What follows belongs to an exercise in optimizing a design on an open flow for small area, a short achievable clock period and few clock cycles; a production flow would make more cautious choices.
The RTL was checked by simulation tests, not by an equivalence proof against the original design.
Power figures rest on the tool's default switching activity, not on a simulated workload.

==> design/flow/design.v <==
module ALU #(
    parameter DATA_W = 32
)
(
    input                       i_clk,    
    input                       i_rst_n,  
    input                       i_valid,  
    input [DATA_W - 1 : 0]      i_A,      
    input [DATA_W - 1 : 0]      i_B,      
    input [         2 : 0]      i_inst,   
    output [2*DATA_W - 1 : 0]   o_data,   
    output                      o_done    
);
    parameter S_IDLE           = 2'd0;
    parameter S_ONE_CYCLE_OP   = 2'd1;
    parameter S_MULTI_CYCLE_OP = 2'd2;
    reg  [         1: 0] state, state_nxt;   
    reg  [  DATA_W-1: 0] operand_a, operand_a_nxt;
    reg  [  DATA_W-1: 0] operand_b, operand_b_nxt;
    reg  [         2: 0] inst, inst_nxt;
    reg  [         4: 0] counter, counter_nxt;
    reg  [2*DATA_W-1: 0] out, out_nxt;
    reg  oDone, oDone_nxt;
    reg  [2*DATA_W-1: 0] temp1, temp2;
    assign o_done = oDone;
    assign o_data = out;
    always @(*) begin
        if (i_valid) begin
            operand_a_nxt = i_A;
            operand_b_nxt = i_B;
            inst_nxt      = i_inst;
        end
        else begin
            operand_a_nxt = operand_a;
            operand_b_nxt = operand_b;
            inst_nxt      = inst;
        end
    end
    always @(*) begin
        case(state)
            S_IDLE           : begin
                if(i_valid) begin
                    if(i_inst <= 5)     state_nxt = S_ONE_CYCLE_OP;
                    else                state_nxt = S_MULTI_CYCLE_OP;
                end
                else    state_nxt = S_IDLE;
            end
            S_ONE_CYCLE_OP   : state_nxt = S_IDLE;
            S_MULTI_CYCLE_OP : state_nxt = (counter == DATA_W-1)? S_IDLE : S_MULTI_CYCLE_OP;
            default : state_nxt = state;
        endcase
    end
    always @(*) begin
        if(state == S_MULTI_CYCLE_OP)   counter_nxt = counter + 1;
        else                            counter_nxt = 0;
    end
    always @(*) begin
        out_nxt[2*DATA_W-1:0] = 0;  
        temp1 = 0;  
        temp2 = 0;  
        case(state)
            S_ONE_CYCLE_OP   : begin
                case(inst)
                    0: begin  
                        temp1[DATA_W-1:0] = operand_a[DATA_W-1:0] + operand_b[DATA_W-1:0];
                        if((operand_a[DATA_W-1]^operand_b[DATA_W-1])?
                            0:(temp1[DATA_W-1]^operand_a[DATA_W-1])) begin
                            case(temp1[DATA_W-1])
                                0:  out_nxt[DATA_W-1:0] = 32'h80000000;
                                1:  out_nxt[DATA_W-1:0] = 32'h7fffffff;
                            endcase
                        end
                        else    out_nxt[DATA_W-1:0] = temp1[DATA_W-1:0];
                    end
                    1: begin  
                        temp1[DATA_W-1:0] = operand_a[DATA_W-1:0] - operand_b[DATA_W-1:0];
                        if((operand_a[DATA_W-1]==operand_b[DATA_W-1])?
                            0:(temp1[DATA_W-1]^operand_a[DATA_W-1])) begin
                            case(temp1[DATA_W-1])
                                0:  out_nxt[DATA_W-1:0] = 32'h80000000;
                                1:  out_nxt[DATA_W-1:0] = 32'h7fffffff;
                            endcase
                        end
                        else    out_nxt[DATA_W-1:0] = temp1[DATA_W-1:0];
                    end
                    2: begin  
                        out_nxt[DATA_W-1:0] = operand_a[DATA_W-1:0] & operand_b[DATA_W-1:0];
                    end
                    3: begin  
                        out_nxt[DATA_W-1:0] = operand_a[DATA_W-1:0] | operand_b[DATA_W-1:0];
                    end
                    4: begin  
                        if((operand_a[DATA_W-1] == 1) && (operand_b[DATA_W-1] == 0))        out_nxt = 1;
                        else if((operand_a[DATA_W-1] == 0) && (operand_b[DATA_W-1] == 1))   out_nxt = 0;
                        else begin
                            temp1[DATA_W-1:0] = operand_a[DATA_W-1:0] - operand_b[DATA_W-1:0];  
                            if(temp1[DATA_W-1])  out_nxt = 1;
                            else                out_nxt = 0;
                        end
                    end
                    5: begin  
                        out_nxt[DATA_W-1:0] = $signed(operand_a[DATA_W-1:0]) >>> operand_b[DATA_W-1:0];
                    end
                    default: begin
                        out_nxt[2*DATA_W-1:0] = 0;
                    end
                endcase
            end
            S_MULTI_CYCLE_OP : begin
                temp1[2*DATA_W-1:0] = 0;
                temp2[2*DATA_W-1:0] = 0;
                case(inst)
                    6: begin  
                        if(counter == 0) begin
                            temp2[2*DATA_W-1:0] = operand_b[DATA_W-1:0] >> 1;
                            if(operand_b[0]) begin
                                temp1[2*DATA_W-1:0] = operand_a[DATA_W-1:0] << DATA_W-1;
                                temp2[2*DATA_W-1:0] = temp2[2*DATA_W-1:0] + temp1[2*DATA_W-1:0];
                            end
                        end
                        else begin
                            temp2[2*DATA_W-1:0] = out[2*DATA_W-1:0] >> 1;
                            if(out[0]) begin
                                temp1[2*DATA_W-1:0] = operand_a[DATA_W-1:0] << DATA_W-1;
                                temp2[2*DATA_W-1:0] = temp2[2*DATA_W-1:0] + temp1[2*DATA_W-1:0];
                            end
                        end
                        out_nxt[2*DATA_W-1:0] = temp2[2*DATA_W-1:0];
                    end
                    7: begin  
                        if(counter == 0)    temp2[2*DATA_W-1:0] = operand_a[DATA_W-1:0] << 1;        
                        else                temp2[2*DATA_W-1:0] = out[2*DATA_W-1:0];                 
                        if(counter < DATA_W-1) begin
                            temp1[DATA_W-1:0] = temp2[2*DATA_W-1:DATA_W];                            
                            if(temp1[DATA_W-1:0] >= operand_b[DATA_W-1:0]) begin                     
                                temp1[DATA_W-1:0] = temp1[DATA_W-1:0] - operand_b[DATA_W-1:0];
                                temp2[2*DATA_W-1:DATA_W] = temp1[DATA_W-1:0];
                                temp2[2*DATA_W-1:0] = temp2[2*DATA_W-1:0] << 1;
                                temp2[0] = 1;
                            end
                            else begin
                                temp2[2*DATA_W-1:0] = temp2[2*DATA_W-1:0] << 1;
                            end
                            out_nxt[2*DATA_W-1:0] = temp2[2*DATA_W-1:0];
                        end
                        if(counter == DATA_W-1) begin
                            temp1[DATA_W-1:0] = temp2[DATA_W-1:0];                                    
                            out_nxt[DATA_W-1:0] = temp1[DATA_W-1:0] << 1;          
                            temp1[DATA_W-1:0] = temp2[2*DATA_W-1:DATA_W];                             
                            if(temp1[DATA_W-1:0] >= operand_b[DATA_W-1:0]) begin
                                temp1[DATA_W-1:0] = temp1[DATA_W-1:0] - operand_b[DATA_W-1:0];
                                out_nxt[0] = 1;
                            end
                            out_nxt[2*DATA_W-1:DATA_W] = temp1[DATA_W-1:0];
                        end
                    end
                    default: begin
                        out_nxt[2*DATA_W-1:0] = 0;
                    end
                endcase
            end
            default: begin
                out_nxt[2*DATA_W-1:0] = 0;
            end
        endcase
    end
    always @(*) begin
         case(state)
            S_IDLE           : oDone_nxt = 0;
            S_ONE_CYCLE_OP   : oDone_nxt = 1;
            S_MULTI_CYCLE_OP : begin
                if(counter == DATA_W-1)     oDone_nxt = 1;
                else                        oDone_nxt = 0;
            end
            default : oDone_nxt = 0;
        endcase
    end
    always @(posedge i_clk or negedge i_rst_n) begin
        if (!i_rst_n) begin
            state       <= S_IDLE;
            operand_a   <= 0;
            operand_b   <= 0;
            inst        <= 0;
            oDone       <= 0;
            counter     <= 0;
            out         <= 0;
        end
        else begin
            state       <= state_nxt;
            operand_a   <= operand_a_nxt;
            operand_b   <= operand_b_nxt;
            inst        <= inst_nxt;
            oDone       <= oDone_nxt;
            counter     <= counter_nxt;
            out         <= out_nxt;
        end
    end
endmodule
==> design/flow/run.sh <==
#!/bin/bash
# synth_recipe.tcl (not shown) runs the flow's synth.tcl, then flattens the netlist and writes it again
# the make line also repeats each setting of config.mk as NAME=value (left out here)
make -C /OpenROAD-flow-scripts/flow DESIGN_CONFIG=/design/flow/config.mk WORK_HOME=/design/flow/orfs CLKGATE_MAP_FILE= SYNTH_SCRIPT=/design/flow/synth_recipe.tcl finish
==> design/flow/config.mk <==
export PLATFORM = sky130hd
export DESIGN_NAME = ALU
export DESIGN_NICKNAME = ALU
export VERILOG_FILES = /design/flow/design.v
export SDC_FILE = /design/flow/constraint.sdc
export NUM_CORES = 4
export LEC_CHECK = 0
export CAP_MARGIN = 20
export CORE_MARGIN = 2
export CORE_UTILIZATION = 40
export PLACE_DENSITY = 0.6
export SLEW_MARGIN = 20
==> design/flow/constraint.sdc <==
create_clock -name core_clock -period 10.0 [get_ports {i_clk}]
set_input_delay 2.0000 -clock core_clock [delete_from_list [all_inputs] [get_ports {i_clk}]]
set_output_delay 2.0000 -clock core_clock [all_outputs]
set_load 0.01 [all_outputs]
==> summary.txt <==
Setup path
  – Worst Path Arrival: 8.39 ns
  – Delay-heaviest family, CP: compound AO/OA/AOI/OAI gates
  – CP max FO: 57
  – Critical path endpoint category: flop
  – CP required: 10.37 ns
  – Crit path buffers/inverters: 5
  – Max stage delay on crit path: 0.81 ns
  – Slowest-stage cell, CP: or4b_4
  – Startpoint types: flop
  – Cell mode on critical path: ha_1
  – CP Class: flop to flop

Layout
  – Antenna diode count: 0
  – Net count, final: 3,165
  – Layout cells sized above 1: 0.0609
  – Finished Core Util: 0.456
  – Synthesis-to-finish area growth: 12.2%
  – Post-Layout Cell Count: 3,579

Power
  – P per Cell Area: 126 nW/um2
  – Peak VDD IR: 0.142 mV
  – P_leak: 9.99 nW
  – Pwr Total: 0.00290 W

Synthesis
  – Ys flop type: dfrtp_1
  – Top cell type's share of synthesized area: 0.170
  – Syn_area_per_cell: 7.10 um2
  – Yosys top cell by area: dfrtp_1
  – Seq/Total Area, Yosys: 0.170
  – Synth async-reset ratio: 1.00
  – Post-synth EDFFs: 0
  – Synth top area cells: dfrtp_1, ha_1, a21oi_1
  – Mapped cell area: 20,500 um2
  – Yosys cell types: 100
  – YS warnings: 1
  – Mapped Cells: 2,884
  – Number of synthesized register bits: 139
  – Synth top cells by count: a21oi_1, o21ai_0, nand2_1
  – Mapped Nets: 3,155

Routing
  – Routed wire per std cell: 25.3 um
  – 1st-iter DRT viols: 2,358
  – First-pass iteration count of the detailed router: 6
  – Residual DRC: 0
  – Routed wire length: 90.5 mm
  – Post-route ant nets: 0
  – Routed vias/inst: 6.34
  – Via Count: 22,700

Clock tree
  – Clock root buffer: clkbuf_16
  – CTS tree: yes
  – H-tree lvl count: 4
  – Post-CTS setup buffer count: 0
  – CTS Hold Bufs: 0
  – Clock latency on the worst-skew pair: 0.51 ns
  – Clock sink count: 139
  – Clk buf depth: 2
  – CTS resizes: 0
  – Num CTS Buffers: 17
  – Worst-path clk slew: 0.07 ns

GRT
  – First-pass GRT wire length: 135 mm
  – Pin count of the biggest net entering global routing: 79
  – Total congestion overflow: 0
  – GR Util All Layers: 0.335
  – Initial antenna violation count: 1
  – Vias in the first global route: 21,400

Die
  – Core region area: 50,400 um2
  – Initial Utilization: 0.406
  – DIE AREA: 53,000 um2
  – Die Width: 230 um
  – Die Y: 230 um
  – FP Rows: 82
  – Num ports: 135

Placed design
  – Final HPWL DP: 68.9 mm
  – GPL Wtd Cong: 0.992
  – IO buf count: 134
  – Placed cells: 3,547
  – Pre-CTS WS: 2.21 ns

STA
  – Unrepaired setup endpoints after global routing: false
  – FMAX: 0.125 GHz
  – Setup Skew: 0.0127 ns
  – Final Setup Violations: 0
  – Slew @ Worst Pin: 1.19 ns
  – Setup_tns: 0 ns
  – Final min period: 8.02 ns
  – Final Cycle Share: 0.802
  – Setup WS post-layout: 1.98 ns
  – Rel. slew slack: 0.198
  – Final Slew Violations: 0
  – Final Hold Viols: 0

Run status
  – Status: no timing/DRC/antenna violations

Run
  – Number of max-cap violations: 0

Worst hold path
  – Hold Path Class: flop to flop
[cell type report]
class / instances / area, um2
Inverter: 146 / 548
Multi-Input combinational cell: 2397 / 15700
Fill cell: 5216 / 27400
Tap cell: 672 / 841
Timing Repair Buffer: 193 / 1780
Clock buffer: 17 / 425
Sequential cell: 139 / 3480
Clock inverter: 15 / 186
[logic make-up after synthesis]
logic type	count (synthesis)	share of synthesized area
muxes	92	0.0546
DFF	139	0.170
buffers and inverters	348	0.0669
adders and majority gates	201	0.125
and+or+nand+nor	829	0.183
xor gates and xnor gates	131	0.0561
AOI/OAI and AO/OA	1144	0.345
[path summary, 6_finish.rpt]
check	depth (start not counted)	end	startpoint	slack (ns)
min	1	counter[0]$_DFF_PN0_	counter[0]$_DFF_PN0_	0.49
min in group asynchronous	1	operand_b[23]$_DFFE_PN0P_	i_rst_n	1.40
max in group asynchronous	2	operand_a[2]$_DFFE_PN0P_	i_rst_n	7.35
min reg2reg	1	counter[0]$_DFF_PN0_	counter[0]$_DFF_PN0_	0.49
max reg2reg	30	out[52]$_DFF_PN0_	counter[0]$_DFF_PN0_	1.98
max	30	out[52]$_DFF_PN0_	counter[0]$_DFF_PN0_	1.98
[routing by layer]
layer / vias to the layer above / GRT usage / routed length (um)
li1: 10500 / - / -
met1: 10900 / 0.439 / 38800
met2: 1102 / 0.515 / 39400
met3: 214 / 0.0686 / 7070
met4: 2 / 0.182 / 5120
met5: - / 0 / 12
[power breakdown]
| group | switching [W] | internal [W] | total (W) |
|---|---|---|---|
| Clock | 0.000322 | 0.000396 | 0.000718 |
| Sequential | 0.0000836 | 0.000606 | 0.000689 |
| Combinational | 0.000989 | 0.000501 | 0.00149 |
| Total | 0.00139 | 0.00150 | 0.00290 |
[cells in the final DEF, fill, tap and decap left out, drive strengths merged, types with 14 or more instances in the layout]
master         instances
a211oi                41
a21boi                18
a21o                  48
a21oi                351
a22oi                 18
a31oi                 29
and2                  35
and3                  21
buf                   61
clkbuf                17
clkdlybuf4s50        132
dfrtp                139
ha                   196
inv                  151
mux2                  18
mux2i                 60
mux4                  14
nand2                321
nand2b                18
nand3                 38
nand4                 29
nor2                 252
nor2b                 21
nor3                  36
o211ai                33
o21a                  28
o21ai                370
o21bai                31
o22ai                 24
o31ai                 18
xnor2                 99
xor2                  32
[registers in the layout (all words and copies together) (netlist names)]
signal,cells
inst,3
operand_a,32
counter,5
out,64
operand_b,32
oDone,1
state,2
[metrics by stage]
| step | hold slack (ns) | instance area, um2 |
|---|---|---|
| 6_report | 0.487 | 23000 |
| 5_1_grt | 0.515 | 23000 |
| 4_1_cts | 0.488 | 23000 |
| 3_5_place_dp | 0.479 | 22400 |
| 3_3_place_gp | 0.464 | 22300 |
| 2_1_floorplan | 0.445 | 20500 |
Testbench counts, summed over its fixed seeds: cycles 30,456.

[separate check: timing with driven ports]
Ports are ideal in the flow. The routed layout listed here was re-timed in OpenROAD. Step 1 assumes that a clkbuf_16 drives the clock port and a buf_2 every other input. Step 2, shift: input delay + t, output delay - t, t = (earliest + latest rising clock arrival at the registers) / 2. This alone moves slack from input paths to output paths. a / b / c = ideal ports / drivers / drivers and shift; a / b = the first two.
t, ns: 0.556
setup WS [ns]: 1.978 / 1.978 / 1.978
worst setup path at the end: register to register
slew at the worst register clock pin (ns): 0.08 / 0.08
After both steps setup and hold are still met in this run. The setup slack of this run moves by 0.000 ns with the drivers and by 0.000 ns with both steps.
